This design comes from an exercise in tuning for small area on the open sky130 flow, not from production work. In this exercise RTL edits were held to simulation tests only and were not proved equivalent to the original.

== main ==
==> flow/design.v (excerpt) <==
module UpCounter(
    input i_clk,
    input i_reset,
    output [3:0] o_FND_Digit,
    output [7:0] o_FND_Font
    );
Size: roughly 130 cells after synthesis, roughly 25 flip-flops, roughly 14 I/O pins, ~0.0013 mm^2 of cells after synthesis.
export LEC_CHECK = 0
export CAP_MARGIN = 20
export CORE_MARGIN = 2
export CORE_UTILIZATION = 40
export CTS_BUF_LIST = sky130_fd_sc_hd__clkbuf_8
export CTS_CLUSTER_DIAMETER = 100
export CTS_CLUSTER_SIZE = 30
export SLEW_MARGIN = 20
create_clock -name core_clock -period 120.0 [get_ports {i_clk}]
standard.sh (not shown) runs the stock make flow with config.mk's settings and CLKGATE_MAP_FILE= SYNTH_SCRIPT=/design/flow/synth_recipe.tcl, a recipe that flattens the netlist after the stock synthesis.
==> flow/flow/run.sh <==
#!/bin/bash
set -euo pipefail
W=$PWD
F=$W/flow

# synthesis script: synth_recipe.tcl with the abc command redirected to $MY_ABC_SCRIPT
{
  head -n 1 synth_recipe.tcl
  cat <<'TCL'
proc abc {args} {
  set i [lsearch $args -script]
  if {$i >= 0} {
    set args [lreplace $args [expr {$i + 1}] [expr {$i + 1}] $::env(MY_ABC_SCRIPT)]
  }
  yosys abc {*}$args
}
TCL
  tail -n +2 synth_recipe.tcl
} > my_synth.tcl

sed -e "s#SYNTH_SCRIPT=[^ ]*synth_recipe.tcl#SYNTH_SCRIPT=$W/my_synth.tcl#" standard.sh > my_standard.sh
grep -q "SYNTH_SCRIPT=$W/my_synth.tcl" my_standard.sh

# try each ABC script, synthesis only
best=""; best_area=""
for s in "$F"/abc*.script; do
  n=$(basename "$s" .script)
  sed -e "s#WORK_HOME=[^ ]*#WORK_HOME=$W/trial_$n#" my_standard.sh > "trial_$n.sh"
  ( MY_ABC_SCRIPT=$s bash "trial_$n.sh" synth > "trial_$n.log" 2>&1 || true ) &
done
wait
for s in "$F"/abc*.script; do
  n=$(basename "$s" .script)
  a=$(awk '/Chip area/{print $NF}' "$W"/trial_$n/reports/*/UpCounter/base/synth_stat.txt 2>/dev/null | tail -n 1)
  echo "$n: ${a:-failed}" | tee -a abc_trials.log
  if [[ -n "$a" ]] && { [[ -z "$best" ]] || awk -v a="$a" -v b="$best_area" 'BEGIN{exit !(a < b)}'; }; then
    best=$s; best_area=$a
  fi
done
[[ -n "$best" ]]
echo "chosen: $best ($best_area)" | tee -a abc_trials.log

export MY_ABC_SCRIPT=$best
export BUFFER_PORTS_ARGS="-buffer_cell sky130_fd_sc_hd__buf_1"
bash my_standard.sh > flow_make.log 2>&1
test -f out/final.def
==> flow/flow/abc1.script <==
strash
dch
amap
==> flow/flow/abc2.script <==
strash
&get -n
&dch -f
&nf -R 1000 -a
&put
==> flow/flow/abc3.script <==
strash
balance
rewrite
refactor
balance
rewrite
rewrite -z
balance
refactor -z
rewrite -z
balance
balance
rewrite
refactor
balance
rewrite
rewrite -z
balance
refactor -z
rewrite -z
balance
dch -f
amap
==> flow/flow/abc4.script <==
strash
balance
rewrite
refactor
balance
rewrite
rewrite -z
balance
refactor -z
rewrite -z
balance
&get -n
&dch -f
&nf -R 1000 -a
&put
--- input diff main..the feature branch ---
==> flow/run.sh (new file) <==
#!/bin/bash
# synth_recipe.tcl (not shown) runs the flow's synth.tcl, then flattens the netlist and writes it again
# the make line also repeats each setting of config.mk as NAME=value (left out here)
make -C /OpenROAD-flow-scripts/flow DESIGN_CONFIG=/design/flow/config.mk WORK_HOME=/design/flow/orfs CLKGATE_MAP_FILE= SYNTH_SCRIPT=/design/flow/synth_recipe.tcl finish
removed: flow/flow/run.sh
removed: flow/flow/abc1.script
removed: flow/flow/abc2.script
removed: flow/flow/abc3.script
removed: flow/flow/abc4.script
removed: flow/standard.sh
==> notes.md <==
- The feature branch went all the way through the flow, and no timing, DRC or antenna check failed.
- Compare the feature branch and main | headroom to the max-slew limit lower: the feature branch
- Diff main -> the feature branch: XOR/XNOR share of the synthesized area went up by 1.6 points; global-route usage went down by 0.83 points; clock skew was more or less identical; area overhead of the layout relative to synthesis went up by 2.1 points.

## separate check: timing with driven ports
Ports are ideal in the flow. The routed layouts listed here were re-timed in OpenROAD.
Step 1 (the two cells are an assumption about what drives the block):
set clk [get_ports {i_clk}]
set_driving_cell -lib_cell sky130_fd_sc_hd__clkbuf_16 $clk
set_driving_cell -lib_cell sky130_fd_sc_hd__buf_2 [delete_from_list [all_inputs] $clk]
Step 2, shift: input delay + t, output delay - t, t = (earliest + latest rising clock arrival at the registers) / 2. This alone moves slack from input paths to output paths.
Three values: ideal ports, drivers, drivers and shift; two values: the first two.
run | t, ns | setup slack, ns | cell pins on the clock port's net
main | 0.287 | 92.617 / 92.594 / 92.881 | 1
the feature branch | 0.286 | 92.509 / 92.488 / 92.774 | 1
After both steps setup and hold are still met in every run listed.
